This is an optimization exercise on Yosys and OpenROAD, whose aim is small area, not a production implementation. Function was not checked in any run shown here: the RTL went through the layout flow alone. Power and IR drop assume default switching activity.

$ cat flow/run.sh
#!/bin/bash
# The standard layout (standard.sh) with two changes:
#  - synthesis maps the logic with an area-oriented ABC script (flow/abc_area.script:
#    map -a, no ABC buffering or resizing) and leaves adders to ABC instead of
#    extracting half/full adder cells; registers are mapped exactly as standard.sh does;
#  - the port buffers inserted at global placement are sky130_fd_sc_hd__buf_1.
# Each step's full log stays under orfs/logs; make's own output goes to *.log here.
set -euo pipefail
W=$(pwd)
rm -rf "$W/scripts"
cp -r "$FLOW_HOME/scripts" "$W/scripts"
cp "$W/flow/abc_area.script" "$W/scripts/abc_area.script"
bash standard.sh SCRIPTS_DIR="$W/scripts" ADDER_MAP_FILE= SYNTH_INSBUF=0 synth > make_synth.log 2>&1
bash standard.sh BUFFER_PORTS_ARGS="-buffer_cell sky130_fd_sc_hd__buf_1" finish > make_finish.log 2>&1
$ cat flow/abc_area.script
&get -n
&st
&dch -f
&nf -p -R 1000 -F 8 -A 8
&put
topo
stime -c
$ cat standard.sh
#!/bin/bash
# synth_recipe.tcl (not shown) runs the flow's synth.tcl, then flattens the netlist and writes it again
# the make line also repeats each setting of config.mk as NAME=value (left out here)
make -C /OpenROAD-flow-scripts/flow DESIGN_CONFIG=/design/flow/config.mk WORK_HOME=/design/flow/orfs CLKGATE_MAP_FILE= SYNTH_SCRIPT=/design/flow/synth_recipe.tcl "${@:-finish}"
$ cat config.mk
export PLATFORM = sky130hd
export DESIGN_NAME = BRAM_GPU
export DESIGN_NICKNAME = BRAM_GPU
export VERILOG_FILES = /design/flow/design.v
export SDC_FILE = /design/flow/constraint.sdc
export NUM_CORES = 4
export LEC_CHECK = 0
export ABC_AREA = 1
export CAP_MARGIN = 20
export CORE_MARGIN = 2
export CORE_UTILIZATION = 40
export CTS_BUF_LIST = sky130_fd_sc_hd__clkbuf_8
export GPL_TIMING_DRIVEN = 0
export SLEW_MARGIN = 20
export SYNTH_MEMORY_MAX_BITS = 131072
$ cat constraint.sdc
create_clock -name core_clock -period 10.0 [get_ports {vga_clk}]
set_input_delay 2.0000 -clock core_clock [delete_from_list [all_inputs] [get_ports {vga_clk}]]
set_output_delay 2.0000 -clock core_clock [all_outputs]
set_load 0.01 [all_outputs]
$ cat design.v
module CHAR_ROM(
    input wire [5:0] char_number,
    input wire [4:0] char_line,
    input wire [4:0] column,
    output wire pixel
);
wire [15:0] a = {char_number, char_line, column};
wire y;
wire n0, n1, n2, n3, n4, n5, n6, n7, n8, n9, n10, n11, n12, n13, n14, n15, n16, n17, n18, n19, n20, n21, n22, n23, n24, n25, n26, n27, n28, n29, n30, n31, n32, n33, n34, n35, n36, n37, n38, n39, n40, n41, n42, n43, n44, n45, n46, n47, n48, n49, n50, n51, n52, n53, n54, n55, n56, n57, n58, n59, n60, n61, n62, n63, n64, n65, n66, n67, n68, n69, n70, n71, n72, n73, n74, n75, n76, n77, n78, n79, n80, n81, n82, n83, n84, n85, n86, n87, n88, n89, n90, n91, n92, n93, n94, n95, n96, n97, n98, n99, n100, n101, n102, n103, n104, n105, n106, n107, n108, n109, n110, n111, n112, n113, n114, n115, n116, n117, n118, n119, n120, n121, n122, n123, n124, n125, n126, n127, n128, n129, n130, n131, n132, n133, n134, n135, n136, n137, n138, n139, n140, n141, n142, n143, n144, n145, n146, n147, n148, n149, n150, n151, n152, n153, n154, n155, n156, n157, n158, n159, n160, n161, n162, n163, n164, n165, n166, n167, n168, n169, n170, n171, n172, n173, n174, n175, n176, n177, n178, n179, n180, n181, n182, n183, n184, n185, n186, n187, n188, n189, n190, n191, n192, n193, n194, n195, n196, n197, n198, n199, n200, n201, n202, n203, n204, n205, n206, n207, n208, n209, n210, n211, n212, n213, n214, n215, n216, n217, n218, n219, n220, n221, n222, n223, n224, n225, n226, n227, n228, n229, n230, n231, n232, n233, n234, n235, n236, n237, n238, n239, n240, n241, n242, n243, n244, n245, n246, n247, n248, n249, n250, n251, n252, n253, n254, n255, n256, n257, n258, n259, n260, n261, n262, n263, n264, n265, n266, n267, n268, n269, n270, n271, n272, n273, n274, n275, n276, n277, n278, n279, n280, n281, n282, n283, n284, n285, n286, n287, n288, n289, n290, n291, n292, n293, n294, n295, n296, n297, n298, n299, n300, n301, n302, n303, n304, n305, n306, n307, n308, n309, n310, n311, n312, n313, n314, n315, n316, n317, n318, n319, n320, n321, n322, n323, n324, n325, n326, n327, n328, n329, n330, n331, n332, n333, n334, n335, n336, n337, n338, n339, n340, n341, n342, n343, n344, n345, n346, n347, n348, n349, n350, n351, n352, n353, n354, n355, n356, n357, n358, n359, n360, n361, n362, n363, n364, n365, n366, n367, n368, n369, n370, n371, n372, n373, n374, n375, n376, n377, n378, n379, n380, n381, n382, n383, n384, n385, n386, n387, n388, n389, n390, n391, n392, n393, n394, n395, n396, n397, n398, n399, n400, n401, n402, n403, n404, n405, n406, n407, n408, n409, n410, n411, n412, n413, n414, n415, n416, n417, n418, n419, n420, n421, n422, n423, n424, n425, n426, n427, n428, n429, n430, n431, n432, n433, n434, n435, n436, n437, n438, n439, n440, n441, n442, n443, n444, n445, n446, n447, n448, n449, n450, n451, n452, n453, n454, n455, n456, n457, n458, n459, n460, n461, n462, n463, n464, n465, n466, n467, n468, n469, n470, n471, n472, n473, n474, n475, n476, n477, n478, n479, n480, n481, n482, n483, n484, n485, n486, n487, n488, n489, n490, n491, n492, n493, n494, n495, n496, n497, n498, n499, n500, n501, n502, n503, n504, n505, n506, n507, n508, n509, n510, n511, n512, n513, n514, n515, n516, n517, n518, n519, n520, n521, n522, n523, n524, n525, n526, n527, n528, n529, n530, n531, n532, n533, n534, n535, n536, n537, n538, n539, n540, n541, n542, n543, n544, n545, n546, n547, n548, n549, n550, n551, n552, n553, n554, n555, n556, n557, n558, n559, n560, n561, n562, n563, n564, n565, n566, n567, n568, n569, n570, n571, n572, n573, n574, n575, n576, n577, n578, n579, n580, n581, n582, n583, n584, n585, n586, n587, n588, n589, n590, n591, n592, n593, n594, n595, n596, n597, n598, n599, n600, n601, n602, n603, n604, n605, n606, n607, n608, n609, n610, n611, n612, n613, n614, n615, n616, n617, n618, n619, n620, n621, n622, n623, n624, n625, n626, n627, n628, n629, n630, n631, n632, n633, n634, n635, n636, n637, n638, n639, n640, n641, n642, n643, n644, n645, n646, n647, n648, n649, n650, n651, n652, n653, n654, n655, n656, n657, n658, n659, n660, n661, n662, n663, n664, n665, n666, n667, n668, n669, n670, n671, n672, n673, n674, n675, n676, n677, n678, n679, n680, n681, n682, n683, n684, n685, n686, n687, n688, n689, n690, n691, n692, n693, n694, n695, n696, n697, n698, n699, n700, n701, n702, n703, n704, n705, n706, n707, n708, n709, n710, n711, n712, n713, n714, n715, n716, n717, n718, n719, n720, n721, n722, n723, n724, n725, n726, n727, n728, n729, n730, n731, n732, n733, n734, n735, n736, n737, n738, n739, n740, n741, n742, n743, n744, n745, n746, n747, n748, n749, n750, n751, n752, n753, n754, n755, n756, n757, n758, n759, n760, n761, n762, n763, n764, n765, n766, n767, n768, n769, n770, n771, n772, n773, n774, n775, n776, n777, n778, n779, n780, n781, n782, n783, n784, n785, n786, n787, n788, n789, n790, n791, n792, n793, n794, n795, n796, n797, n798, n799, n800, n801, n802, n803, n804, n805, n806, n807, n808, n809, n810, n811, n812, n813, n814, n815, n816, n817, n818, n819, n820, n821, n822, n823, n824, n825, n826, n827, n828, n829, n830, n831, n832, n833, n834, n835, n836, n837, n838, n839, n840, n841, n842, n843, n844, n845, n846, n847, n848, n849, n850, n851, n852, n853, n854, n855, n856, n857, n858, n859, n860, n861, n862, n863, n864, n865, n866, n867, n868, n869, n870, n871, n872, n873, n874, n875, n876, n877, n878, n879, n880, n881, n882, n883, n884, n885, n886, n887, n888, n889, n890, n891, n892, n893, n894, n895, n896, n897, n898, n899, n900, n901, n902, n903, n904, n905, n906, n907, n908, n909, n910, n911, n912, n913, n914, n915, n916, n917, n918, n919, n920, n921, n922, n923, n924, n925, n926, n927, n928, n929, n930, n931, n932, n933, n934, n935, n936, n937, n938, n939, n940, n941, n942, n943, n944, n945, n946, n947, n948, n949, n950, n951, n952, n953, n954, n955, n956, n957, n958, n959, n960, n961, n962, n963, n964, n965, n966, n967, n968, n969, n970, n971, n972, n973, n974, n975, n976, n977, n978, n979, n980, n981, n982, n983, n984, n985, n986;
assign n0 = (~a[13]&a[14]);
assign n1 = (a[3]&~a[4]);
assign n2 = (a[2]&n1);
assign n3 = (~a[1]&~a[2]);
assign n4 = (a[1]&a[2]);
assign n5 = (~n3&~n4);
assign n6 = (~a[3]&a[4]);
assign n7 = (~a[2]&n6);
assign n8 = (~n2&~n7);
assign n9 = (~n5&~n8);
assign n10 = (~n2&~n9);
assign n11 = (a[7]&a[8]);
assign n12 = (a[9]&~n11);
assign n13 = (~a[7]&~a[8]);
assign n14 = (~a[9]&~n13);
assign n15 = (~n12&~n14);
assign n16 = (n6&~n15);
assign n17 = (~a[6]&a[7]);
assign n18 = (a[6]&~a[7]);
assign n19 = (~n17&~n18);
assign n20 = (a[3]&n3);
assign n21 = (~a[3]&n4);
assign n22 = (~n20&~n21);
assign n23 = (~n19&~n22);
assign n24 = (n16&~n23);
assign n25 = (a[6]&a[7]);
assign n26 = (~a[8]&~n25);
assign n27 = (~n11&~n26);
assign n28 = (a[6]&a[8]);
assign n29 = (n27&~n28);
assign n30 = (~a[8]&a[9]);
assign n31 = (a[8]&~a[9]);
assign n32 = (~n30&~n31);
assign n33 = (~n19&~n32);
assign n34 = (~n29&~n33);
assign n35 = (~a[7]&a[9]);
assign n36 = (a[7]&~a[9]);
assign n37 = (~n35&~n36);
assign n38 = (~n1&~n6);
assign n39 = (~n37&~n38);
assign n40 = (n34&n39);
assign n41 = (n1&~n15);
assign n42 = (~n4&n41);
assign n43 = (~a[6]&a[9]);
assign n44 = (~a[3]&~a[8]);
assign n45 = (n43&n44);
assign n46 = (~n11&~n13);
assign n47 = (~n22&n46);
assign n48 = (~n45&n47);
assign n49 = (~n2&~n34);
assign n50 = (a[2]&~a[3]);
assign n51 = (~n20&~n50);
assign n52 = (a[4]&~n51);
assign n53 = (~n4&n46);
assign n54 = (~n33&~n53);
assign n55 = (n52&~n54);
assign n56 = (n34&~n55);
assign n57 = (~n49&~n56);
assign n58 = (~n26&n57);
assign n59 = (~a[6]&~a[7]);
assign n60 = (~a[8]&~n59);
assign n61 = (a[8]&a[9]);
assign n62 = (~n60&~n61);
assign n63 = (~a[2]&n62);
assign n64 = (n9&n46);
assign n65 = (n41&~n64);
assign n66 = (~a[4]&~n4);
assign n67 = (~a[2]&~a[4]);
assign n68 = (a[2]&a[4]);
assign n69 = (~n67&~n68);
assign n70 = (~n66&n69);
assign n71 = (~n5&~n70);
assign n72 = (~n32&n46);
assign n73 = (~n71&n72);
assign n74 = (~n8&~n25);
assign n75 = (~n73&n74);
assign n76 = (~n65&~n75);
assign n77 = (~n63&~n76);
assign n78 = (n3&~n32);
assign n79 = (n41&~n78);
assign n80 = (n77&n79);
assign n81 = (~n58&n80);
assign n82 = (~n48&~n81);
assign n83 = (~a[6]&~a[9]);
assign n84 = (a[6]&a[9]);
assign n85 = (~n83&~n84);
assign n86 = (n32&~n85);
assign n87 = (~a[4]&n86);
assign n88 = (~n82&n87);
assign n89 = (~n42&~n88);
assign n90 = (~n40&n89);
assign n91 = (~a[3]&~n90);
assign n92 = (~n24&~n91);
assign n93 = (a[1]&~n90);
assign n94 = (~a[2]&~n93);
assign n95 = (~n46&~n94);
assign n96 = (~n92&~n95);
assign n97 = (n9&n29);
assign n98 = (n24&n32);
assign n99 = (~n52&n98);
assign n100 = (~n97&~n99);
assign n101 = (n96&n100);
assign n102 = (~a[2]&a[3]);
assign n103 = (~n21&~n102);
assign n104 = (~a[4]&~n103);
assign n105 = (~n32&n104);
assign n106 = (~a[7]&n30);
assign n107 = (n28&n36);
assign n108 = (~a[8]&~a[9]);
assign n109 = (n17&n108);
assign n110 = (~n107&~n109);
assign n111 = (~n106&n110);
assign n112 = (n7&~n111);
assign n113 = (~n22&~n34);
assign n114 = (~n112&~n113);
assign n115 = (~n46&n114);
assign n116 = (n105&n115);
assign n117 = (~n85&n116);
assign n118 = (n19&n21);
assign n119 = (~a[2]&~n38);
assign n120 = (~n9&n119);
assign n121 = (~n118&~n120);
assign n122 = (n46&~n121);
assign n123 = (~n117&~n122);
assign n124 = (~n101&n123);
assign n125 = (~n22&n29);
assign n126 = (~n55&~n125);
assign n127 = (a[3]&~n37);
assign n128 = (~n126&~n127);
assign n129 = (~n9&n114);
assign n130 = (~n52&~n104);
assign n131 = (~n108&~n130);
assign n132 = (n5&n29);
assign n133 = (~n38&n132);
assign n134 = (~n131&~n133);
assign n135 = (~n7&~n134);
assign n136 = (n114&~n135);
assign n137 = (a[9]&n28);
assign n138 = (~n136&~n137);
assign n139 = (n38&~n138);
assign n140 = (~n15&~n139);
assign n141 = (a[4]&~n3);
assign n142 = (~n137&~n141);
assign n143 = (n140&~n142);
assign n144 = (~a[1]&~a[6]);
assign n145 = (a[8]&n144);
assign n146 = (n28&n37);
assign n147 = (~n145&~n146);
assign n148 = (n143&~n147);
assign n149 = (a[1]&~a[8]);
assign n150 = (~a[7]&~a[9]);
assign n151 = (~n149&~n150);
assign n152 = (n7&n151);
assign n153 = (n62&n152);
assign n154 = (~n148&~n153);
assign n155 = (~n129&~n154);
assign n156 = (~n15&~n103);
assign n157 = (~n155&~n156);
assign n158 = (~n128&~n157);
assign n159 = (~a[7]&n157);
assign n160 = (~a[9]&~n159);
assign n161 = (~n158&n160);
assign n162 = (~n124&n161);
assign n163 = (~a[4]&~n29);
assign n164 = (~a[2]&~n163);
assign n165 = (~n90&n164);
assign n166 = (~n162&~n165);
assign n167 = (~n40&~n143);
assign n168 = (n77&~n167);
assign n169 = (~a[10]&~a[11]);
assign n170 = (~n128&n169);
assign n171 = (~n168&n170);
assign n172 = (n166&n171);
assign n173 = (~n10&n172);
assign n174 = (n22&~n38);
assign n175 = (~n19&~n174);
assign n176 = (a[11]&~n132);
assign n177 = (~n175&n176);
assign n178 = (~n173&~n177);
assign n179 = (a[10]&~n40);
assign n180 = (~n9&n179);
assign n181 = (~n104&~n174);
assign n182 = (~n6&n181);
assign n183 = (~a[10]&a[11]);
assign n184 = (~n15&n183);
assign n185 = (~n182&n184);
assign n186 = (n9&n185);
assign n187 = (~n32&~n38);
assign n188 = (~n37&n38);
assign n189 = (n69&n188);
assign n190 = (~n187&~n189);
assign n191 = (~n186&n190);
assign n192 = (~n180&~n191);
assign n193 = (~n178&n192);
assign n194 = (a[10]&~a[11]);
assign n195 = (~n32&n52);
assign n196 = (n115&n195);
assign n197 = (n7&~n34);
assign n198 = (~n64&~n197);
assign n199 = (~n196&n198);
assign n200 = (~n88&n199);
assign n201 = (n194&~n200);
assign n202 = (~n193&~n201);
assign n203 = (n0&~n202);
assign n204 = (n8&n12);
assign n205 = (n38&n59);
assign n206 = (~a[9]&~n205);
assign n207 = (~n204&~n206);
assign n208 = (~n134&~n207);
assign n209 = (~n37&n60);
assign n210 = (~n8&n209);
assign n211 = (~n208&~n210);
assign n212 = (a[10]&n211);
assign n213 = (a[4]&~a[9]);
assign n214 = (~n84&~n213);
assign n215 = (n179&~n214);
assign n216 = (~n212&~n215);
assign n217 = (a[1]&~n86);
assign n218 = (n143&~n217);
assign n219 = (n6&n12);
assign n220 = (~n5&~n25);
assign n221 = (n219&n220);
assign n222 = (~n11&~n34);
assign n223 = (~n181&n222);
assign n224 = (~n221&~n223);
assign n225 = (a[2]&~n224);
assign n226 = (n79&~n225);
assign n227 = (n114&~n226);
assign n228 = (~n218&n227);
assign n229 = (a[6]&n134);
assign n230 = (a[9]&~n229);
assign n231 = (n28&n134);
assign n232 = (~n230&~n231);
assign n233 = (~n228&~n232);
assign n234 = (~n216&~n233);
assign n235 = (n4&n137);
assign n236 = (n10&n235);
assign n237 = (~n10&~n137);
assign n238 = (~n182&~n237);
assign n239 = (~n236&n238);
assign n240 = (~n37&n214);
assign n241 = (~a[4]&n46);
assign n242 = (~n17&n241);
assign n243 = (~n240&~n242);
assign n244 = (n239&~n243);
assign n245 = (a[6]&~a[9]);
assign n246 = (n60&~n245);
assign n247 = (n52&n246);
assign n248 = (~a[10]&~n247);
assign n249 = (~n244&n248);
assign n250 = (~n168&n249);
assign n251 = (~n234&~n250);
assign n252 = (n4&n251);
assign n253 = (n211&n251);
assign n254 = (n143&~n219);
assign n255 = (~n28&n143);
assign n256 = (n219&~n255);
assign n257 = (~n254&~n256);
assign n258 = (~n253&n257);
assign n259 = (~n252&~n258);
assign n260 = (a[10]&a[11]);
assign n261 = (~a[4]&a[9]);
assign n262 = (a[8]&n25);
assign n263 = (a[2]&n262);
assign n264 = (~n13&~n263);
assign n265 = (n104&n264);
assign n266 = (~n261&~n265);
assign n267 = (a[4]&~n11);
assign n268 = (~a[3]&n13);
assign n269 = (n267&~n268);
assign n270 = (~n34&~n269);
assign n271 = (~n228&~n270);
assign n272 = (a[9]&~n271);
assign n273 = (~n57&n272);
assign n274 = (~n266&~n273);
assign n275 = (n260&~n274);
assign n276 = (~n259&n275);
assign n277 = (n3&n29);
assign n278 = (~n3&~n37);
assign n279 = (a[2]&n132);
assign n280 = (n53&~n279);
assign n281 = (~n278&~n280);
assign n282 = (~n32&~n281);
assign n283 = (~n277&~n282);
assign n284 = (n2&~n283);
assign n285 = (n183&~n284);
assign n286 = (n124&n285);
assign n287 = (a[1]&n29);
assign n288 = (~n32&~n287);
assign n289 = (~n14&~n288);
assign n290 = (a[1]&~a[2]);
assign n291 = (n29&n290);
assign n292 = (n289&~n291);
assign n293 = (n239&~n292);
assign n294 = (n27&~n108);
assign n295 = (n151&n294);
assign n296 = (~n10&n295);
assign n297 = (n169&~n296);
assign n298 = (~n293&n297);
assign n299 = (~a[13]&~a[14]);
assign n300 = (n78&~n114);
assign n301 = (a[9]&n46);
assign n302 = (a[9]&n3);
assign n303 = (~n38&~n302);
assign n304 = (~n187&~n303);
assign n305 = (n301&~n304);
assign n306 = (~n14&~n106);
assign n307 = (~n103&~n306);
assign n308 = (n194&~n307);
assign n309 = (~n305&n308);
assign n310 = (~n300&n309);
assign n311 = (n299&~n310);
assign n312 = (~n298&n311);
assign n313 = (~n286&n312);
assign n314 = (~n276&n313);
assign n315 = (~a[4]&n32);
assign n316 = (n7&~n32);
assign n317 = (n15&n104);
assign n318 = (~n316&~n317);
assign n319 = (~n196&n318);
assign n320 = (n19&~n278);
assign n321 = (~n277&n320);
assign n322 = (~n319&~n321);
assign n323 = (~n30&n129);
assign n324 = (~n82&~n323);
assign n325 = (n79&n283);
assign n326 = (~n324&n325);
assign n327 = (~n322&~n326);
assign n328 = (~a[4]&~n327);
assign n329 = (~n19&~n47);
assign n330 = (~n90&n329);
assign n331 = (~n328&~n330);
assign n332 = (~n315&~n331);
assign n333 = (n100&~n332);
assign n334 = (~n46&~n66);
assign n335 = (~n241&~n334);
assign n336 = (n40&n335);
assign n337 = (n260&~n336);
assign n338 = (n333&n337);
assign n339 = (a[9]&~n13);
assign n340 = (~n28&n339);
assign n341 = (~n125&~n340);
assign n342 = (n143&~n341);
assign n343 = (~a[9]&n27);
assign n344 = (~n324&~n343);
assign n345 = (n65&~n344);
assign n346 = (n194&~n345);
assign n347 = (~n342&n346);
assign n348 = (n154&n347);
assign n349 = (n19&~n188);
assign n350 = (~a[4]&a[8]);
assign n351 = (a[4]&~a[8]);
assign n352 = (~n350&~n351);
assign n353 = (~n22&~n352);
assign n354 = (~n86&n353);
assign n355 = (~n349&~n354);
assign n356 = (n140&~n355);
assign n357 = (n5&~n8);
assign n358 = (n355&n357);
assign n359 = (n169&~n358);
assign n360 = (~n356&n359);
assign n361 = (n65&n224);
assign n362 = (~a[9]&n4);
assign n363 = (~a[3]&a[9]);
assign n364 = (~n3&~n363);
assign n365 = (~n362&n364);
assign n366 = (~n224&~n365);
assign n367 = (~n28&~n30);
assign n368 = (n3&~n367);
assign n369 = (~n9&~n368);
assign n370 = (n127&~n369);
assign n371 = (n183&~n370);
assign n372 = (~n366&n371);
assign n373 = (~n361&n372);
assign n374 = (a[13]&~a[14]);
assign n375 = (~n373&n374);
assign n376 = (~n360&n375);
assign n377 = (~n348&n376);
assign n378 = (~n338&n377);
assign n379 = (~n228&n339);
assign n380 = (n6&~n43);
assign n381 = (~a[0]&~a[1]);
assign n382 = (n23&n381);
assign n383 = (~a[6]&n382);
assign n384 = (n245&~n382);
assign n385 = (~n6&~n384);
assign n386 = (~n383&n385);
assign n387 = (~n380&~n386);
assign n388 = (n15&~n387);
assign n389 = (a[2]&~n381);
assign n390 = (~n26&~n389);
assign n391 = (~a[9]&~n390);
assign n392 = (~n29&n391);
assign n393 = (a[0]&n4);
assign n394 = (~a[3]&~n393);
assign n395 = (a[0]&a[1]);
assign n396 = (~a[2]&~n395);
assign n397 = (n27&n396);
assign n398 = (n394&~n397);
assign n399 = (~n392&n398);
assign n400 = (~a[4]&~n399);
assign n401 = (~n381&~n395);
assign n402 = (n6&~n59);
assign n403 = (~n108&~n402);
assign n404 = (~a[2]&~n403);
assign n405 = (n401&~n404);
assign n406 = (~n15&~n405);
assign n407 = (a[2]&n294);
assign n408 = (~a[9]&n59);
assign n409 = (~n407&~n408);
assign n410 = (a[3]&~n409);
assign n411 = (~n406&~n410);
assign n412 = (a[3]&~n381);
assign n413 = (~a[3]&~n395);
assign n414 = (~n59&~n413);
assign n415 = (~n412&n414);
assign n416 = (~n389&~n396);
assign n417 = (~n415&~n416);
assign n418 = (a[6]&n32);
assign n419 = (~n417&~n418);
assign n420 = (a[9]&~n22);
assign n421 = (~n419&~n420);
assign n422 = (~n411&n421);
assign n423 = (~n400&~n422);
assign n424 = (~n388&n423);
assign n425 = (n6&~n389);
assign n426 = (~a[0]&n20);
assign n427 = (~n393&~n426);
assign n428 = (~n37&~n427);
assign n429 = (a[3]&n37);
assign n430 = (~n396&n429);
assign n431 = (~a[6]&~n394);
assign n432 = (~n430&~n431);
assign n433 = (~n428&n432);
assign n434 = (~a[4]&~n433);
assign n435 = (~n425&~n434);
assign n436 = (~n62&~n435);
assign n437 = (n183&~n436);
assign n438 = (~n424&n437);
assign n439 = (~n379&n438);
assign n440 = (~n1&~n425);
assign n441 = (a[8]&n389);
assign n442 = (~n440&~n441);
assign n443 = (~n143&~n442);
assign n444 = (~a[8]&n59);
assign n445 = (~a[5]&a[6]);
assign n446 = (a[5]&~a[6]);
assign n447 = (~n445&~n446);
assign n448 = (n11&n447);
assign n449 = (n26&~n396);
assign n450 = (n261&~n449);
assign n451 = (~n448&n450);
assign n452 = (~n444&~n451);
assign n453 = (~n27&~n381);
assign n454 = (n104&~n395);
assign n455 = (~n453&n454);
assign n456 = (~n452&~n455);
assign n457 = (~n443&n456);
assign n458 = (n25&n419);
assign n459 = (a[5]&n18);
assign n460 = (~a[5]&n17);
assign n461 = (~n459&~n460);
assign n462 = (~n22&n108);
assign n463 = (~n461&n462);
assign n464 = (~n401&~n463);
assign n465 = (a[9]&n26);
assign n466 = (a[2]&a[3]);
assign n467 = (~n465&n466);
assign n468 = (~n464&~n467);
assign n469 = (~a[5]&n11);
assign n470 = (~n19&~n469);
assign n471 = (n420&~n470);
assign n472 = (~n468&~n471);
assign n473 = (~n458&n472);
assign n474 = (a[1]&n11);
assign n475 = (~n469&~n474);
assign n476 = (n83&~n475);
assign n477 = (a[8]&n459);
assign n478 = (n108&~n447);
assign n479 = (a[7]&n478);
assign n480 = (~n477&~n479);
assign n481 = (~n476&n480);
assign n482 = (n19&n61);
assign n483 = (~n26&~n482);
assign n484 = (~a[2]&n401);
assign n485 = (~n483&n484);
assign n486 = (n481&n485);
assign n487 = (~a[9]&n447);
assign n488 = (n13&~n487);
assign n489 = (n394&~n488);
assign n490 = (a[4]&~n489);
assign n491 = (~n486&n490);
assign n492 = (~n473&n491);
assign n493 = (n9&~n481);
assign n494 = (a[5]&~a[7]);
assign n495 = (~n469&~n494);
assign n496 = (n61&~n495);
assign n497 = (~a[9]&n13);
assign n498 = (~a[6]&n61);
assign n499 = (~n107&~n498);
assign n500 = (~n497&n499);
assign n501 = (~n496&n500);
assign n502 = (n104&n415);
assign n503 = (~n501&n502);
assign n504 = (a[7]&a[9]);
assign n505 = (~n396&n504);
assign n506 = (n380&n505);
assign n507 = (n260&~n506);
assign n508 = (~n503&n507);
assign n509 = (~n493&n508);
assign n510 = (a[5]&a[6]);
assign n511 = (n35&n510);
assign n512 = (n389&~n469);
assign n513 = (~n511&n512);
assign n514 = (n306&n513);
assign n515 = (~a[3]&~n262);
assign n516 = (~n514&n515);
assign n517 = (n301&~n459);
assign n518 = (~n401&~n517);
assign n519 = (~a[4]&~n396);
assign n520 = (a[4]&~n26);
assign n521 = (a[9]&~n59);
assign n522 = (n396&n521);
assign n523 = (n520&n522);
assign n524 = (~n519&~n523);
assign n525 = (~n518&~n524);
assign n526 = (n516&n525);
assign n527 = (n343&n357);
assign n528 = (n481&n527);
assign n529 = (~n526&~n528);
assign n530 = (n509&n529);
assign n531 = (~n492&n530);
assign n532 = (~n457&n531);
assign n533 = (~a[5]&a[8]);
assign n534 = (a[5]&~a[8]);
assign n535 = (~n533&~n534);
assign n536 = (a[0]&~n535);
assign n537 = (~n461&n536);
assign n538 = (n32&n85);
assign n539 = (~n3&~n538);
assign n540 = (~n537&n539);
assign n541 = (~n89&~n540);
assign n542 = (~n46&~n319);
assign n543 = (a[4]&a[9]);
assign n544 = (n460&~n543);
assign n545 = (~a[7]&n543);
assign n546 = (~n459&~n545);
assign n547 = (~n544&n546);
assign n548 = (a[3]&~n547);
assign n549 = (n3&~n548);
assign n550 = (~a[3]&n17);
assign n551 = (~n18&~n550);
assign n552 = (n174&~n551);
assign n553 = (n11&n38);
assign n554 = (n547&~n553);
assign n555 = (~n552&n554);
assign n556 = (~n549&~n555);
assign n557 = (~n97&~n556);
assign n558 = (~n18&~n460);
assign n559 = (~n3&~n558);
assign n560 = (~n4&~n510);
assign n561 = (a[6]&~n5);
assign n562 = (~n560&~n561);
assign n563 = (~n559&~n562);
assign n564 = (~n59&~n381);
assign n565 = (~a[4]&~n564);
assign n566 = (a[3]&~n565);
assign n567 = (~n563&n566);
assign n568 = (~a[4]&n28);
assign n569 = (~n32&~n568);
assign n570 = (~n567&n569);
assign n571 = (~n557&n570);
assign n572 = (~n542&n571);
assign n573 = (n194&~n572);
assign n574 = (~n541&n573);
assign n575 = (n169&n327);
assign n576 = (a[13]&a[14]);
assign n577 = (~n575&n576);
assign n578 = (~n574&n577);
assign n579 = (~n532&n578);
assign n580 = (~n439&n579);
assign n581 = (~a[12]&~n580);
assign n582 = (~n378&n581);
assign n583 = (~n314&n582);
assign n584 = (~n203&n583);
assign n585 = (~n19&~n101);
assign n586 = (~n60&n101);
assign n587 = (n7&~n586);
assign n588 = (~n585&n587);
assign n589 = (a[10]&n140);
assign n590 = (~n588&n589);
assign n591 = (~n3&n590);
assign n592 = (n166&~n288);
assign n593 = (~n590&n592);
assign n594 = (~n591&~n593);
assign n595 = (~a[11]&n79);
assign n596 = (~n594&n595);
assign n597 = (n169&n283);
assign n598 = (~n19&n40);
assign n599 = (~n169&~n598);
assign n600 = (n6&~n599);
assign n601 = (~n597&n600);
assign n602 = (~n57&~n64);
assign n603 = (~n116&n602);
assign n604 = (n260&~n603);
assign n605 = (~n16&~n598);
assign n606 = (~n3&n183);
assign n607 = (~n605&n606);
assign n608 = (~n604&~n607);
assign n609 = (~n601&n608);
assign n610 = (~n596&n609);
assign n611 = (n374&~n610);
assign n612 = (n124&~n471);
assign n613 = (~n124&n481);
assign n614 = (n4&~n613);
assign n615 = (~n612&n614);
assign n616 = (n19&~n446);
assign n617 = (~a[1]&a[8]);
assign n618 = (~n339&~n617);
assign n619 = (~n616&n618);
assign n620 = (a[8]&~n213);
assign n621 = (~n19&n620);
assign n622 = (n10&~n621);
assign n623 = (a[1]&~n533);
assign n624 = (~n510&n623);
assign n625 = (n339&~n624);
assign n626 = (n622&n625);
assign n627 = (~n619&~n626);
assign n628 = (~n4&~n38);
assign n629 = (~n444&n628);
assign n630 = (~n478&n629);
assign n631 = (~n627&n630);
assign n632 = (~n460&n517);
assign n633 = (~n290&n632);
assign n634 = (~n21&~n51);
assign n635 = (~n632&~n634);
assign n636 = (n26&~n521);
assign n637 = (n38&~n636);
assign n638 = (~n635&n637);
assign n639 = (~n633&n638);
assign n640 = (a[1]&n479);
assign n641 = (a[7]&~n145);
assign n642 = (n521&~n641);
assign n643 = (~a[5]&n144);
assign n644 = (a[1]&a[6]);
assign n645 = (n497&~n644);
assign n646 = (~n643&n645);
assign n647 = (~n642&~n646);
assign n648 = (~n640&n647);
assign n649 = (~n10&~n648);
assign n650 = (n169&~n649);
assign n651 = (~n639&n650);
assign n652 = (~n631&n651);
assign n653 = (~n615&n652);
assign n654 = (~n271&~n535);
assign n655 = (n116&~n654);
assign n656 = (~n381&~n445);
assign n657 = (~a[5]&n381);
assign n658 = (~n32&~n657);
assign n659 = (~n656&n658);
assign n660 = (n36&n519);
assign n661 = (n659&n660);
assign n662 = (~n1&~n661);
assign n663 = (n289&~n659);
assign n664 = (~n662&~n663);
assign n665 = (n89&n664);
assign n666 = (a[6]&n36);
assign n667 = (a[0]&~n666);
assign n668 = (a[5]&~n667);
assign n669 = (~a[8]&~n150);
assign n670 = (~n632&n669);
assign n671 = (~n668&~n670);
assign n672 = (~a[0]&~n108);
assign n673 = (a[1]&~n672);
assign n674 = (~n671&n673);
assign n675 = (a[0]&n13);
assign n676 = (n445&n675);
assign n677 = (n106&~n447);
assign n678 = (a[8]&n408);
assign n679 = (~n677&~n678);
assign n680 = (~n676&n679);
assign n681 = (~n674&n680);
assign n682 = (n7&~n681);
assign n683 = (a[0]&n477);
assign n684 = (~n28&n46);
assign n685 = (~n395&n684);
assign n686 = (~a[0]&~n623);
assign n687 = (~a[1]&~a[8]);
assign n688 = (~n447&n687);
assign n689 = (~n686&~n688);
assign n690 = (~n685&n689);
assign n691 = (~n683&n690);
assign n692 = (a[9]&~n262);
assign n693 = (a[2]&n6);
assign n694 = (~n13&n381);
assign n695 = (n693&~n694);
assign n696 = (n692&n695);
assign n697 = (~n691&n696);
assign n698 = (~n169&~n697);
assign n699 = (~n682&n698);
assign n700 = (~n665&n699);
assign n701 = (~n655&n700);
assign n702 = (n576&~n701);
assign n703 = (~n653&n702);
assign n704 = (n213&~n228);
assign n705 = (n183&~n704);
assign n706 = (a[9]&~n70);
assign n707 = (~n31&~n706);
assign n708 = (~n76&n707);
assign n709 = (n705&~n708);
assign n710 = (~n553&~n709);
assign n711 = (~n162&~n710);
assign n712 = (n32&n55);
assign n713 = (~a[1]&n28);
assign n714 = (~n82&~n713);
assign n715 = (~n598&~n714);
assign n716 = (n154&n715);
assign n717 = (~n712&n716);
assign n718 = (~n86&~n169);
assign n719 = (n717&~n718);
assign n720 = (~n38&~n69);
assign n721 = (n260&~n720);
assign n722 = (~n73&n721);
assign n723 = (~a[2]&n144);
assign n724 = (~n37&~n723);
assign n725 = (~a[8]&~n724);
assign n726 = (~n141&n303);
assign n727 = (~n725&n726);
assign n728 = (n194&~n727);
assign n729 = (n299&~n728);
assign n730 = (~n722&n729);
assign n731 = (~n719&n730);
assign n732 = (~n711&n731);
assign n733 = (n96&n520);
assign n734 = (~a[2]&n27);
assign n735 = (~a[1]&n684);
assign n736 = (~n734&~n735);
assign n737 = (~n55&n736);
assign n738 = (n92&n737);
assign n739 = (a[6]&n737);
assign n740 = (a[3]&n261);
assign n741 = (~n213&~n740);
assign n742 = (a[3]&~n3);
assign n743 = (~a[8]&~n742);
assign n744 = (~n741&~n743);
assign n745 = (~n739&~n744);
assign n746 = (~n738&~n745);
assign n747 = (~n9&~n59);
assign n748 = (~n4&n6);
assign n749 = (n59&~n748);
assign n750 = (n30&~n749);
assign n751 = (~n747&n750);
assign n752 = (~n746&~n751);
assign n753 = (~n733&~n752);
assign n754 = (n194&~n753);
assign n755 = (~n3&n6);
assign n756 = (n85&n755);
assign n757 = (n15&n756);
assign n758 = (n183&~n757);
assign n759 = (~n116&n758);
assign n760 = (n333&n759);
assign n761 = (~n262&~n444);
assign n762 = (n140&~n761);
assign n763 = (n169&~n762);
assign n764 = (n38&~n69);
assign n765 = (n33&~n764);
assign n766 = (n260&~n765);
assign n767 = (n0&~n766);
assign n768 = (~n763&n767);
assign n769 = (~n760&n768);
assign n770 = (~n754&n769);
assign n771 = (a[12]&~n770);
assign n772 = (~n732&n771);
assign n773 = (~n703&n772);
assign n774 = (~n611&n773);
assign n775 = (~n584&~n774);
assign n776 = (a[15]&~n775);
assign n777 = (n140&n265);
assign n778 = (~n271&~n777);
assign n779 = (n194&~n778);
assign n780 = (~n65&~n101);
assign n781 = (n61&n780);
assign n782 = (~n90&~n781);
assign n783 = (n141&n465);
assign n784 = (~n228&n783);
assign n785 = (n52&n111);
assign n786 = (~a[11]&~n785);
assign n787 = (~n784&n786);
assign n788 = (~n782&n787);
assign n789 = (~a[9]&~n100);
assign n790 = (~a[9]&~n65);
assign n791 = (~n2&~n52);
assign n792 = (~a[7]&~n791);
assign n793 = (~n790&n792);
assign n794 = (~n789&~n793);
assign n795 = (~n498&~n794);
assign n796 = (n194&~n795);
assign n797 = (~n9&~n598);
assign n798 = (~n3&~n797);
assign n799 = (~n20&~n70);
assign n800 = (~a[9]&~n799);
assign n801 = (~n288&n800);
assign n802 = (~n7&n183);
assign n803 = (~n801&n802);
assign n804 = (~n798&n803);
assign n805 = (a[10]&~n239);
assign n806 = (~n15&~n805);
assign n807 = (~n804&n806);
assign n808 = (~n796&n807);
assign n809 = (~n788&n808);
assign n810 = (~n779&~n809);
assign n811 = (n576&~n810);
assign n812 = (~n4&n16);
assign n813 = (n34&n812);
assign n814 = (a[11]&~n813);
assign n815 = (~n251&n814);
assign n816 = (n31&n228);
assign n817 = (~n106&~n816);
assign n818 = (n104&~n817);
assign n819 = (~n77&n330);
assign n820 = (n796&~n812);
assign n821 = (~n819&n820);
assign n822 = (~n818&n821);
assign n823 = (n299&~n822);
assign n824 = (~n815&n823);
assign n825 = (~n172&n824);
assign n826 = (n47&n127);
assign n827 = (n194&~n826);
assign n828 = (n780&n827);
assign n829 = (~n34&~n51);
assign n830 = (n272&n829);
assign n831 = (n143&n239);
assign n832 = (n70&n109);
assign n833 = (~n239&n832);
assign n834 = (n169&~n833);
assign n835 = (~n831&n834);
assign n836 = (~n830&n835);
assign n837 = (n89&n183);
assign n838 = (a[4]&n339);
assign n839 = (~n717&n838);
assign n840 = (n837&~n839);
assign n841 = (~a[1]&n19);
assign n842 = (a[8]&~n841);
assign n843 = (~n279&~n842);
assign n844 = (~a[9]&~n38);
assign n845 = (~n843&n844);
assign n846 = (n260&~n845);
assign n847 = (n157&n846);
assign n848 = (n0&~n847);
assign n849 = (~n840&n848);
assign n850 = (~n836&n849);
assign n851 = (~n828&n850);
assign n852 = (n29&n52);
assign n853 = (n23&n104);
assign n854 = (n32&~n853);
assign n855 = (~n90&n854);
assign n856 = (~n105&n194);
assign n857 = (~n855&n856);
assign n858 = (~n852&n857);
assign n859 = (n20&n46);
assign n860 = (~n33&n859);
assign n861 = (~n37&n50);
assign n862 = (~n132&n861);
assign n863 = (~n860&~n862);
assign n864 = (a[4]&~n863);
assign n865 = (n260&~n864);
assign n866 = (~a[1]&~n34);
assign n867 = (~n169&~n866);
assign n868 = (~n34&n52);
assign n869 = (~n867&~n868);
assign n870 = (~n865&~n869);
assign n871 = (n90&~n870);
assign n872 = (~n98&~n195);
assign n873 = (n837&n872);
assign n874 = (n374&~n873);
assign n875 = (~n871&n874);
assign n876 = (~n858&n875);
assign n877 = (a[12]&~n876);
assign n878 = (~n851&n877);
assign n879 = (~n825&n878);
assign n880 = (~n811&n879);
assign n881 = (~n260&~n590);
assign n882 = (n4&n35);
assign n883 = (~n716&n882);
assign n884 = (n79&~n93);
assign n885 = (~a[11]&~n884);
assign n886 = (~a[8]&n143);
assign n887 = (~n6&~n143);
assign n888 = (~n886&~n887);
assign n889 = (~n228&n888);
assign n890 = (n246&~n644);
assign n891 = (n79&n890);
assign n892 = (n52&n294);
assign n893 = (~n891&~n892);
assign n894 = (~n889&n893);
assign n895 = (~n885&n894);
assign n896 = (~n883&n895);
assign n897 = (n166&n896);
assign n898 = (~n881&~n897);
assign n899 = (n5&n108);
assign n900 = (~n622&~n899);
assign n901 = (n185&n900);
assign n902 = (~a[14]&~n901);
assign n903 = (~n898&n902);
assign n904 = (~a[11]&~n90);
assign n905 = (~n864&~n904);
assign n906 = (~n838&~n905);
assign n907 = (~a[10]&~n906);
assign n908 = (n267&~n444);
assign n909 = (~n136&n908);
assign n910 = (n857&~n909);
assign n911 = (n40&n53);
assign n912 = (~n10&~n15);
assign n913 = (a[11]&~n912);
assign n914 = (~n911&n913);
assign n915 = (~n910&~n914);
assign n916 = (~n907&n915);
assign n917 = (~n10&n761);
assign n918 = (n185&~n917);
assign n919 = (a[14]&~n918);
assign n920 = (~n916&n919);
assign n921 = (~a[13]&~n920);
assign n922 = (~n903&n921);
assign n923 = (~n131&n778);
assign n924 = (~n40&~n52);
assign n925 = (n13&~n924);
assign n926 = (a[9]&~n925);
assign n927 = (~n923&~n926);
assign n928 = (n219&~n288);
assign n929 = (~n271&~n928);
assign n930 = (n863&~n929);
assign n931 = (n183&~n930);
assign n932 = (~n927&n931);
assign n933 = (~n30&~n263);
assign n934 = (~n327&~n933);
assign n935 = (a[4]&~n229);
assign n936 = (n11&~n935);
assign n937 = (~n156&~n598);
assign n938 = (~a[9]&~n937);
assign n939 = (~n936&n938);
assign n940 = (n297&~n939);
assign n941 = (~n934&n940);
assign n942 = (n194&n228);
assign n943 = (a[11]&n212);
assign n944 = (n374&~n943);
assign n945 = (~n942&n944);
assign n946 = (~n941&n945);
assign n947 = (~n932&n946);
assign n948 = (a[11]&n543);
assign n949 = (~n19&n948);
assign n950 = (~n90&~n949);
assign n951 = (n705&~n950);
assign n952 = (n147&~n474);
assign n953 = (~a[9]&n1);
assign n954 = (~n952&n953);
assign n955 = (n169&~n954);
assign n956 = (~n784&n955);
assign n957 = (n157&n956);
assign n958 = (a[1]&n267);
assign n959 = (a[3]&~n958);
assign n960 = (~n149&~n504);
assign n961 = (n6&~n960);
assign n962 = (~n959&~n961);
assign n963 = (a[6]&a[11]);
assign n964 = (~n5&~n963);
assign n965 = (~a[4]&~n964);
assign n966 = (~a[2]&a[11]);
assign n967 = (~n965&~n966);
assign n968 = (~n962&~n967);
assign n969 = (~n693&~n968);
assign n970 = (~n29&~n949);
assign n971 = (~n969&~n970);
assign n972 = (n39&~n963);
assign n973 = (n103&n972);
assign n974 = (~n288&n973);
assign n975 = (~n103&n288);
assign n976 = (a[10]&~n975);
assign n977 = (~n974&n976);
assign n978 = (~n971&n977);
assign n979 = (n576&~n978);
assign n980 = (~n957&n979);
assign n981 = (~n951&n980);
assign n982 = (~a[12]&~n981);
assign n983 = (~n947&n982);
assign n984 = (~n922&n983);
assign n985 = (~n880&~n984);
assign n986 = (~a[15]&~n985);
assign y = (~n776&~n986);
assign pixel = y;
endmodule
module BRAM_GPU(
        input wire vga_clk,
        input wire rst,
        output wire [3:0] r,
        output wire [3:0] g,
        output wire [3:0] b,
        output wire hs,
        output wire vs,
        output wire [11:0] bram_addr_blk,
        input wire [15:0] bram_rdata_blk,
        output wire [12:0] bram_addr_txtr,
        input wire [11:0] bram_rdata_txtr
);
reg [10:0] hc;       
reg [9:0] vc;        
reg first;           
reg [11:0] npix;     
reg [11:0] rgb;
wire h_last = hc[10] & hc[8] & hc[6];                   
wire h_pre  = hc[10] & hc[8] & (&hc[5:0]);              
wire v_last = vc[9] & vc[8] & vc[5] & vc[2] & vc[0];     
wire [10:0] hc_nxt = h_last ? 11'd0 : hc + 11'd1;
wire [9:0]  vc_nxt = h_pre ? (v_last ? 10'd0 : vc + 10'd1) : vc;
always @(posedge vga_clk)
    if (rst) begin
        hc <= 11'd1344;
        vc <= 10'd0;
    end else begin
        hc <= hc_nxt;
        vc <= vc_nxt;
    end
always @(posedge vga_clk)
    first <= rst;
assign bram_addr_blk = {vc_nxt[9:5] + {4'd0, hc_nxt[10]}, hc_nxt[9:5], 2'b00};
assign bram_addr_txtr = {bram_rdata_blk[14:12], vc[4:0], hc[4:0]};
wire h0 = ~|hc;
wire vtop = vc[9] & vc[8] & ~|vc[7:4];                  
assign hs = hc[10] & ~hc[9] & ~hc[8] & (hc[7:0] >= 8'd27) & (hc[7:0] < 8'd163);
wire vs_prev = (~|hc[10:2] & ~(hc[1] & hc[0])) | h_last;   
assign vs = vtop & (vs_prev ? (vc[3:0] >= 4'd4 && vc[3:0] <= 4'd9)
                            : (vc[3:0] >= 4'd3 && vc[3:0] <= 4'd8));
wire v768 = vtop & ~|vc[3:0];
wire vblank = vc[9] & vc[8] & ~(h0 ? v768 : v_last);
wire blank = ((hc[10] | vblank) & ~first) | rst;
wire border = (h0 || (~hc[10] & &hc[9:0]) || ~|vc || vc == 10'd767) & ~first;
wire glyph;
CHAR_ROM character_rom(
    .char_number(bram_rdata_blk[5:0]),
    .char_line(vc[4:0]),
    .column(hc[4:0]),
    .pixel(glyph)
);
wire inv = bram_rdata_blk[15];
wire m_glyph = glyph & ~blank;
wire m_tex = ~glyph & ~border & ~blank;
wire m_border = ~glyph & border & ~blank;
wire tp = m_tex & ~inv;           
wire tn = m_tex & inv;            
wire [2:0] fc = {3{m_glyph}} & bram_rdata_blk[10:8];
wire [2:0] on  = fc | {1'b0, m_border, 1'b0};
wire [2:0] p1 = on | {3{tp}};
wire [2:0] p0 = on | {3{tn}};
genvar i;
generate for (i = 0; i < 12; i = i + 1) begin : px
    always @(posedge vga_clk)
        npix[i] <= ~(bram_rdata_txtr[i] ? p1[i/4] : p0[i/4]);
end endgenerate
always @(posedge vga_clk)
    rgb <= ~(npix | {12{rst}});
assign {r, g, b} = rgb;
endmodule
==> results of run 1 <==
-- power groups by stage --
| stage | clock, uW | sequential (uW) | combinational (uW) |
|---|---|---|---|
| 2_1_floorplan | 0 | 214 | 67.8 |
| 3_3_place_gp | 0 | 219 | 112 |
| 3_5_place_dp | 0 | 220 | 111 |
| 4_1_cts | 120 | 215 | 112 |
| 5_1_grt | 128 | 218 | 127 |
| 6_report | 118 | 217 | 119 |
-- kinds of logic after synthesis --
| logic type | count (synthesis) | share of synthesized area |
|---|---|---|
| buffers and inverters | 8 | 0.006184 |
| XOR/XNOR | 19 | 0.03427 |
| multiplexers | 6 | 0.01288 |
| other | 1 | 0.0007723 |
| flip-flops | 46 | 0.1896 |
| AND/OR/NAND/NOR | 381 | 0.3638 |
| AO/OA/AOI/OAI | 313 | 0.3924 |
-- Yosys cell counts (all sizes together), types with 3 or more instances --
library cell    n
o221ai          4
o311ai          5
nor3b           4
a221oi          4
o211ai         13
nor2b          13
nand2b         10
nand3          34
and3            6
o22ai          13
o21ai          82
a311oi          5
o32ai           4
nor3           30
nor4           10
or2             9
or3             4
nand2         112
clkinv          8
xor2            8
nand4b          4
and2            5
dfxtp          46
a32oi           5
o21bai          3
a41oi           3
xnor2          11
mux2i           4
o31ai           6
a21oi         100
nand4          12
nor4b           5
a2111oi         5
o41ai           3
a211oi         13
a21o            4
o2111ai         5
nor2          118
a31oi          27
-- final cells by class --
cell class,instances,share of cell area
Clock buffer,5,0.01257
Clock inverter,3,0.004344
Inverter,8,0.006173
Multi-Input combinational cell,721,0.7225
Sequential cell,46,0.1701
Tap cell,147,0.03361
Timing Repair Buffer,61,0.05075
-- how the worst max path moves through the flow --
stage                     startpoint      end  cells past startpoint
after floorplan                hc[4]  npix[4]                     29
after global placement         hc[2]  npix[3]                     29
after global routing           hc[3]  npix[6]                     30
final                          hc[3]  npix[3]                     29
after detailed placement       hc[2]  npix[4]                     29
after CTS                      hc[2]  npix[3]                     29
-- worst register-to-register path, delay by kind of cell (launching register included) --
kind,cells,cell delay [ns]
flip-flops,1,0.80
AO/OA/AOI/OAI,14,4.19
buffers and inverters,2,0.76
AND/OR/NAND/NOR,13,3.84
-- through the flow --
step	total power, uW	setup TNS, ns	cell area (um2)
finish	453.9	0	5473
global route	473.3	0	5473
CTS	447.6	0	5444
detailed placement	330.8	-6.391	5346
global placement	331.7	-12.30	5258
floorplan	281.9	0	4860
-- sequential cells by signal (all words and copies together), names as in the netlist --
name / count
npix: 12
rgb: 12
hc: 11
vc: 10
first: 1
-- per-layer routing --
metal,part of all wire,GRT usage,vias up
met2,0.40,0.5933,702
met5,0,0,-
met4,0.065,0.2146,0
met3,0.15,0.1451,160
met1,0.38,0.5759,3298
li1,-,-,3119
-- repair_timing --
action,CTS,global route
resized for setup,2,7
endpoints found under the setup margin,12,12
cloned,0,0
==> out/qor.yml, run 1 <==
run_status:
  outcome: "finished clean"
clocking:
  cts_buffers: 5
  htreeDepth: 2
  ctsLongestPathBuffers: 2
  worstSkewPairLatency_ns: 0.31
  clockRootBuffer: "clkbuf_8"
  clock_sinks: 46
  cts_tree: "yes"
  clk_pin_slew_worst_paths_ns: 0.09
  cts_hold_buf: 0
  cts_setup_buffers: 0
setup_path:
  critPathCaptureType: "register"
  slowest_delay_ns: 0.80
  crit_top_cell: "o21ai_0"
  crit_required_ns: 10.18
  slowest_stage: "dfxtp_2"
  crit_family: "compound AO/OA/AOI/OAI gates"
  rr_endpoint: "npix[3]"
  critical_path_arrival_ns: 9.92
  reg2reg_from: "hc[3]"
  worstSetupStartpointType: "register"
  ff2ff_path_depth: 29
  cp_num_buf_inv: 2
  r2r_slack_ns: 0.26
  crit_type: "reg -> reg"
  path_max_fanout: 28
worst_hold_path:
  holdPathStages: 1
  hp-start: "npix[7]"
  hold_path.class: "reg -> reg"
  hold-path-endpoint: "rgb[7]"
placement:
  gp_congestion: 1.072
  place_inst: 983
  dp_slack_ns: -0.5489
  io_buffers: 57
  dp_hpwl_um: 19460
timing:
  max_freq_ghz: 0.1026
  rsz0062_at_grt: "false"
  layout_setup_ws_ns: 0.2575
  hold_viol: 0
  min_period_ns: 9.742
  slew_violations: 0
  fin_crit_sh: 0.9742
  slew_headroom: 0.1987
  finClkSkew_ns: 0.01433
  holdWs_ns: 0.3719
  finalSetupViolCount: 0
  worst_slew_pin_slew_ns: 1.191
final_layout:
  antenna_cells: 0
  regArea_um2: 930.9
  final_cell_mix: "114 x nor2_1, 111 x nand2_1, 100 x a21oi_1"
  areaGrowthSynthToFinish_pct: 12.70
  drive_gt1_frac: 0.03910
  layout_commonest_cell: "nor2_1"
  layout.nets: 873
  fin_cells: 991
  multiInputGateArea_mm2: 0.003954
  nFillCells: 1309
  utilization: 0.4595
pwr:
  p_switching_uw: 173.3
  p_sw_frac: 0.3817
  p_clk_frac: 0.260
  intPower_uw: 280.6
  seq_power_share: 0.477
  comb_power_share: 0.263
  power_density_mw_per_mm2: 82.94
  leakage_uw: 0.001696
  ir_worst_vdd_mv: 0.07777
grt:
  grt_pass1_wl_um: 41610
  grt_pass1_vias: 6594
  grt_max_degree: 39
  grt.total_usage: 0.4244
  grt-ovfl-total: 0
  antenna_found_initial: 0
synth:
  netlist_area_mm2: 0.004856
  synth.top_cell.area_share: 0.1896
  ys_seq_area_frac: 0.1896
  syn_inst: 774
  synth_area_per_cell_um2: 6.274
  synth_top_flop_cell: "dfxtp_1"
  synth_area_leaders: "dfxtp_1 19%, a21oi_1 10%, nor2_1 9.1%, nand2_1 8.7%, o21ai_0 8.5%"
  async_reset_ff_frac: 0
  yosysWarnings: 1
  yosysUniqueCellTypes: 51
  synth_edf_count: 0
  synth.largest_area_cell: "dfxtp_1"
  ys_ff_latch: 46
route:
  first_iter_violations: 1351
  routed_wl_um: 28080
  ant_nets: 0
  drc_errors: 0
  dr.pass1.iters: 8
  wl_per_cell_um: 28.34
  vias: 7279
  viasPerCell: 7.345
floorplan:
  rows: 40
  die_w_um: 114.2
  die_area_mm2: 0.01304
  core_mm2: 0.01191
  initial_utilization: 0.4077
  ioPinCount: 69
  die_h_um: 114.2
job:
  cap_violations: 0
==> run 2, diff against run 1 <==
--- a/config.mk
+++ b/config.mk
@@ -11,5 +11,6 @@
 export CORE_UTILIZATION = 40
 export CTS_BUF_LIST = sky130_fd_sc_hd__clkbuf_8
 export GPL_TIMING_DRIVEN = 0
+export SETUP_SLACK_MARGIN = 0.8
 export SLEW_MARGIN = 20
 export SYNTH_MEMORY_MAX_BITS = 131072
==> run 2 against run 1 <==
Utilization is 0.22 points higher; clock skew decreased by 0.0013 ns; highest routed layer unchanged; design area up 0.48%; via count is 0.30% higher; first-iteration DRC count decreased by 10%; combinational power is essentially flat; still clean on timing, DRC and antenna; largest power group unchanged.
==> out/qor.yml, run 2 <==
run_status:
  outcome: "finished clean"
final_layout:
  layout_commonest_cell: "nor2_1"
  areaGrowthSynthToFinish_pct: 13.24
  fin_area_mm2: 0.005499  # +0.48%
  antenna_cells: 0  # unchanged
  final_cell_mix: "113 x nor2_1, 109 x nand2_1, 99 x a21oi_1"
  layout.nets: 873  # unchanged
  fin_cells: 991  # unchanged
  nFillCells: 1309  # unchanged
  drive_gt1_frac: 0.04739  # +0.008294
  reg_top3: "npix (12), rgb (12), hc (11)"
route:
  first_iter_violations: 1215  # -10%
  drc_errors: 0  # unchanged
  ant_nets: 0  # unchanged
  vias: 7301  # +0.30%
  dr.pass1.iters: 8  # unchanged
  wl_per_cell_um: 28.31  # about the same
  viasPerCell: 7.367  # +0.30%
  routed_wl_um: 28060  # about the same
grt:
  grt_max_degree: 39  # unchanged
  grt_pass1_wl_um: 41360  # -0.61%
  grt.total_usage: 0.4224  # -0.002003
  grt-ovfl-total: 0  # unchanged
  antenna_found_initial: 0  # unchanged
  grt_pass1_vias: 6578  # -0.24%
synth:
  synth_mux_area_frac: 0.01288  # unchanged
  async_reset_ff_frac: 0  # unchanged
  yosys.area_share.simple: 0.3638  # unchanged
  synth.top_cells.by_count: "118 x nor2_1, 112 x nand2_1, 100 x a21oi_1"
  yosysUniqueCellTypes: 51  # unchanged
  ys_ff_latch: 46  # unchanged
  synth.largest_area_cell: "dfxtp_1"
  yosysMostFrequentCell: "nor2_1"
  yosysWarnings: 1  # unchanged
  synth_top_flop_cell: "dfxtp_1"
  ys_seq_area_frac: 0.1896  # unchanged
  synth_fa_ha_area_frac: 0  # unchanged
  syn_inst: 774  # unchanged
  synth_area_leaders: "dfxtp_1 19%, a21oi_1 10%, nor2_1 9.1%, nand2_1 8.7%, o21ai_0 8.5%"
  synth_edf_count: 0  # unchanged
  synth_compound_area_frac: 0.3924  # unchanged
  synth_top_family_by_area: "compound AO/OA/AOI/OAI gates"
  synth.top_cell.area_share: 0.1896  # unchanged
  synth_area_per_cell_um2: 6.274  # unchanged
  netlist_area_mm2: 0.004856  # unchanged
  synthXorXnorAreaFrac: 0.03427  # unchanged
floorplan:
  ioPinCount: 69  # unchanged
  rows: 40  # unchanged
  core_mm2: 0.01191  # unchanged
  die_w_um: 114.2  # unchanged
  die_area_mm2: 0.01304  # unchanged
  initial_utilization: 0.4077  # unchanged
  die_h_um: 114.2  # unchanged
placement:
  dpl_cell_area_mm2: 0.005346  # unchanged
  gp_congestion: 1.072  # unchanged
  place_inst: 983  # unchanged
  io_buffers: 57  # unchanged
  dp_hpwl_um: 19460  # unchanged
clocking:
  clockRootBuffer: "clkbuf_8"
  cts_hold_buf: 0  # unchanged
  cts_buffers: 5  # unchanged
  cts_tree: "yes"
  worstSkewPairLatency_ns: 0.31  # about the same
  ctsLongestPathBuffers: 2  # unchanged
  htreeDepth: 2  # unchanged
  clock_sinks: 46  # unchanged
  clk_pin_slew_worst_paths_ns: 0.10  # about the same
timing:
  finalSetupViolCount: 0  # unchanged
  tns_ns: 0  # unchanged
  finClkSkew_ns: 0.01303  # -0.001294 ns
  rsz0062_at_grt: "false"
  min_period_ns: 9.124  # -0.6181 ns
  fin_crit_sh: 0.9124  # -0.06181
  worst_slew_pin_slew_ns: 1.115  # -0.07576 ns
  slew_headroom: 0.2565  # +0.05783
  slew_violations: 0  # unchanged
  hold_viol: 0  # unchanged
  max_freq_ghz: 0.1096  # +6.8%
setup_path:
  slowest_delay_ns: 0.79  # about the same
  path_max_fanout: 21  # -25%
  worstSetupStartpointType: "register"
  crit_required_ns: 10.18  # about the same
  critical_path_arrival_ns: 9.30  # -0.62 ns
  slowest_stage: "dfxtp_2"
  crit_type: "reg -> reg"
  r2r_slack_ns: 0.88  # +0.62 ns
  critPathCaptureType: "register"
pwr:
  power_density_mw_per_mm2: 82.38  # -0.67%
  leakage_uw: 0.001704  # +0.49%
  ir_worst_vdd_mv: 0.07760  # -0.22%
worst_hold_path:
  hold_path.class: "reg -> reg"
job:
  cap_violations: 0  # unchanged
run 2: cell counts after synthesis:
Identical to the previous run, type by type.
run 2: worst max-delay path, delay by kind of cell, from the launching register on:
kind | cells | cell delay (ns)
flops | 1 | 0.79
buf+inv | 2 | 0.77
simple gates | 10 | 2.63
compound gates | 16 | 4.77
run 2: cells by family (layout without fill, tap and decap cells):
| kind of cell | after synthesis | in the layout |
|---|---|---|
| muxes | 6 | 6 |
| and+or+nand+nor | 381 | 381 |
| other | 1 | 2 |
| xor gates and xnor gates | 19 | 19 |
| AOI/OAI and AO/OA | 313 | 313 |
| DFF | 46 | 46 |
| buffers and inverters | 8 | 77 |
run 2: what timing repair did:
item,4_1_cts,5_1_grt
setup endpoints to repair,12,12
endpoints found under the hold margin,0,0
buffers inserted,0,0
resized for setup,7,13
run 2: layout make-up:
| class | instances | area (um2) | area share |
|---|---|---|---|
| clock buffer | 5 | 68.82 | 0.01251 |
| clock inverter | 3 | 23.77 | 0.004323 |
| inverter | 8 | 37.54 | 0.006826 |
| multi-input combinational | 721 | 3974 | 0.7226 |
| sequential | 46 | 933.4 | 0.1697 |
| tap | 147 | 183.9 | 0.03345 |
| timing repair buffer | 61 | 277.8 | 0.05051 |
run 2: stage by stage:
step / power [uW] / util / hold WS (ns) / setup WS [ns]
after floorplan: 281.9 / - / 0.3627 / 3.764
after global placement: 331.7 / 0.4414 / 0.3628 / -1.046
after detailed placement: 330.8 / 0.4488 / 0.3653 / -0.5489
after CTS: 447.9 / 0.4579 / 0.3718 / 0.9597
after global routing: 473.5 / 0.4617 / 0.3872 / 0.8785
final: 453.0 / 0.4617 / 0.3719 / 0.8756
run 2: worst paths after layout:
check        endpoint     from  cells past startpoint
min            rgb[7]  npix[7]                      1
min reg2reg    rgb[7]  npix[7]                      1
max           npix[3]    hc[2]                     28
max reg2reg   npix[3]    hc[2]                     28
run 2: metal layers:
metal,GRT usage,vias up,wire length [um]
li1,-,3128,-
met1,0.5759,3353,10690
met2,0.5885,655,11270
met3,0.1371,165,4156
met4,0.2220,0,1939
met5,0,-,0
run 2: power by group:
group | internal, uW | total, uW | switching [uW]
combinational | 35.3 | 119 | 83.9
clock | 50.0 | 117 | 67.2
sequential | 195 | 217 | 21.4
==> run 3, diff against run 2 <==
--- a/config.mk
+++ b/config.mk
@@ -11,6 +11,6 @@
 export CORE_UTILIZATION = 40
 export CTS_BUF_LIST = sky130_fd_sc_hd__clkbuf_8
 export GPL_TIMING_DRIVEN = 0
-export SETUP_SLACK_MARGIN = 0.8
+export SETUP_SLACK_MARGIN = 0.4
 export SLEW_MARGIN = 20
 export SYNTH_MEMORY_MAX_BITS = 131072
==> run 3 against run 2 <==
Utilization fell by 0.22 points; sequential cell count did not move; total power rose by 0.20%; sequential power barely moved; first-iteration DRC count rose by 8.1%; clock skew barely moved; combinational power barely moved; critical path type unchanged; largest cell class unchanged.
==> out/qor.yml, run 3 <==
run_status:
  outcome: "finished clean"
placement:
  gp_congestion: 1.072  # unchanged
  place_inst: 983  # unchanged
  io_buffers: 57  # unchanged
  dp_hpwl_um: 19460  # unchanged
clocking:
  ctsLongestPathBuffers: 2  # unchanged
  clk_pin_slew_worst_paths_ns: 0.09  # about the same
  htreeDepth: 2  # unchanged
  cts_setup_buffers: 0  # unchanged
  cts_tree: "yes"
  cts_buffers: 5  # unchanged
  worstSkewPairLatency_ns: 0.31  # about the same
  cts_hold_buf: 0  # unchanged
  clockRootBuffer: "clkbuf_8"
  clock_sinks: 46  # unchanged
synth:
  syn_inst: 774  # unchanged
  synth_area_per_cell_um2: 6.274  # unchanged
  synth.top_cell.area_share: 0.1896  # unchanged
  ys_ff_latch: 46  # unchanged
  yosysUniqueCellTypes: 51  # unchanged
  ys_seq_area_frac: 0.1896  # unchanged
  synth_edf_count: 0  # unchanged
  netlist_area_mm2: 0.004856  # unchanged
  synth_area_leaders: "dfxtp_1 19%, a21oi_1 10%, nor2_1 9.1%, nand2_1 8.7%, o21ai_0 8.5%"
  yosysWarnings: 1  # unchanged
  yosysMostFrequentCell: "nor2_1"
  synth_top_flop_cell: "dfxtp_1"
  async_reset_ff_frac: 0  # unchanged
  synth.largest_area_cell: "dfxtp_1"
  synth.top_cells.by_count: "118 x nor2_1, 112 x nand2_1, 100 x a21oi_1"
setup_path:
  path_max_fanout: 28  # +33%
  worstSetupStartpointType: "register"
  crit_type: "reg -> reg"
  crit_top_cell: "nand2_1"
  crit_required_ns: 10.18  # about the same
  slowest_stage: "nor2_1"
  slowest_delay_ns: 0.91  # +0.12 ns
  critical_path_arrival_ns: 9.67  # +0.37 ns
  critPathCaptureType: "register"
grt:
  grt_max_degree: 39  # unchanged
  grt.total_usage: 0.4240  # +0.001669
  antenna_found_initial: 0  # unchanged
  grt_pass1_vias: 6574  # -0.061%
  grt-ovfl-total: 0  # unchanged
  grt_pass1_wl_um: 41570  # +0.50%
worst_hold_path:
  hold_path.class: "reg -> reg"
floorplan:
  ioPinCount: 69  # unchanged
  die_area_mm2: 0.01304  # unchanged
  die_w_um: 114.2  # unchanged
  initial_utilization: 0.4077  # unchanged
  rows: 40  # unchanged
  core_mm2: 0.01191  # unchanged
  die_h_um: 114.2  # unchanged
route:
  first_iter_violations: 1313  # +8.1%
  dr.pass1.iters: 7  # -1
  vias: 7275  # -0.36%
  wl_per_cell_um: 28.36  # +0.15%
  routed_wl_um: 28100  # +0.15%
  viasPerCell: 7.341  # -0.36%
  drc_errors: 0  # unchanged
  ant_nets: 0  # unchanged
timing:
  worst_slew_pin_slew_ns: 1.107  # -0.008139 ns
  tns_ns: 0  # unchanged
  hold_viol: 0  # unchanged
  fin_crit_sh: 0.9486  # +0.03617
  finalSetupViolCount: 0  # unchanged
  rsz0062_at_grt: "false"
  slew_violations: 0  # unchanged
  max_freq_ghz: 0.1054  # -3.8%
  min_period_ns: 9.486  # +0.3617 ns
  finClkSkew_ns: 0.01341  # +0.0003744 ns
  slew_headroom: 0.2541  # -0.002374
final_layout:
  drive_gt1_frac: 0.03791  # -0.009479
  areaGrowthSynthToFinish_pct: 12.70
  nFillCells: 1309  # unchanged
  fin_cells: 991  # unchanged
  antenna_cells: 0  # unchanged
  final_cell_mix: "114 x nor2_1, 112 x nand2_1, 100 x a21oi_1"
  utilization: 0.4595  # -0.002206
  layout_commonest_cell: "nor2_1"
  layout.nets: 873  # unchanged
  reg_top3: "npix (12), rgb (12), hc (11)"
pwr:
  leakage_uw: 0.001696  # -0.46%
  ir_worst_vdd_mv: 0.07764  # about the same
  power_density_mw_per_mm2: 82.95  # +0.68%
job:
  cap_violations: 0  # unchanged
==> run 3: layout make-up <==
type | instances | area [um2] | share of cell area
timing repair buffer | 61 | 277.8 | 0.05075
multi-input combinational | 721 | 3951 | 0.7220
clock inverter | 3 | 23.77 | 0.004344
tap | 147 | 183.9 | 0.03361
inverter | 8 | 33.78 | 0.006173
clock buffer | 5 | 68.82 | 0.01257
sequential | 46 | 933.4 | 0.1706
==> run 3: per-stage QoR <==
stage          hold WS, ns  instance area, um2  setup WS [ns]  total power (uW)
3_5_place_dp        0.3653                5346        -0.5489             330.8
5_1_grt             0.3872                5473         0.4733             473.0
3_3_place_gp        0.3628                5258         -1.046             331.7
2_1_floorplan       0.3627                4860          3.764             281.9
6_report            0.3728                5473         0.5139             453.9
4_1_cts             0.3718                5445         0.6034             447.6
==> run 3: worst paths after layout <==
path,startpoint,endpoint,slack (ns),depth (start not counted)
max,hc[1],npix[3],0.51,29
min,npix[7],rgb[7],0.37,1
max reg2reg,hc[1],npix[3],0.51,29
min reg2reg,npix[7],rgb[7],0.37,1
==> run 3: repair_timing <==
action,CTS,global route
resized for setup,3,7
setup endpoints to repair,12,12
cloned,0,0
==> run 3: critical path, delay by kind of cell, from the launching register on <==
family	cells	cell delay, ns
compound gates	16	4.55
buf+inv	1	0.22
flops	1	0.55
simple gates	12	4.02
==> run 3: report_power, final <==
part | switching, uW | leakage (uW) | internal (uW)
Combinational | 84.1 | 0.00128 | 35.1
Clock | 68.4 | 0.0000408 | 50.0
Sequential | 21.1 | 0.000380 | 195
==> run 3: kinds of logic (layout without fill, tap and decap cells) <==
family | after synthesis | in the layout | synth area share
compound gates | 313 | 313 | 0.3924
xor+xnor | 19 | 19 | 0.03427
buf+inv | 8 | 77 | 0.006184
flops | 46 | 46 | 0.1896
mux | 6 | 6 | 0.01288
other cells | 1 | 2 | 0.0007723
simple gates | 381 | 381 | 0.3638
==> run 3: per-layer routing <==
| metal | share of wire | track usage | vias to the layer above |
|---|---|---|---|
| met5 | 0 | 0 | - |
| met4 | 0.065 | 0.2163 | 0 |
| met3 | 0.16 | 0.1413 | 152 |
| met2 | 0.40 | 0.5925 | 702 |
| met1 | 0.38 | 0.5772 | 3297 |
| li1 | - | - | 3124 |

[port drivers added, routing unchanged]
How much do the figures lean on ideal ports? The routed layouts below were timed once more, with nothing changed but the port constraints. Step 1 (the two cells are an assumption about what drives the block):
set clk [get_ports {vga_clk}]
set_driving_cell -lib_cell sky130_fd_sc_hd__clkbuf_16 $clk
set_driving_cell -lib_cell sky130_fd_sc_hd__buf_2 [delete_from_list [all_inputs] $clk]
Step 2 adds t to the input delays and takes it off the output delays; t is the mean of the earliest and latest rising clock arrival at the registers after step 1. Input paths then give back, and output paths get back, about the clock's delay inside the block. a / b / c = ideal / step 1 / step 2; a / b = the first two.
| run | shift t [ns] | slack for setup (ns) | worst hold slack (ns) | clock arrival spread, ns |
|---|---|---|---|---|
| run 1 | 0.331 | 0.258 / 0.258 / 0.258 | 0.372 / 0.372 / 0.372 | 0.014 / 0.014 |
| run 2 | 0.330 | 0.876 / 0.876 / 0.876 | 0.372 / 0.372 / 0.372 | 0.013 / 0.013 |
| run 3 | 0.332 | 0.514 / 0.514 / 0.514 | 0.373 / 0.373 / 0.373 | 0.014 / 0.014 |
After both steps every run listed still meets setup and hold.
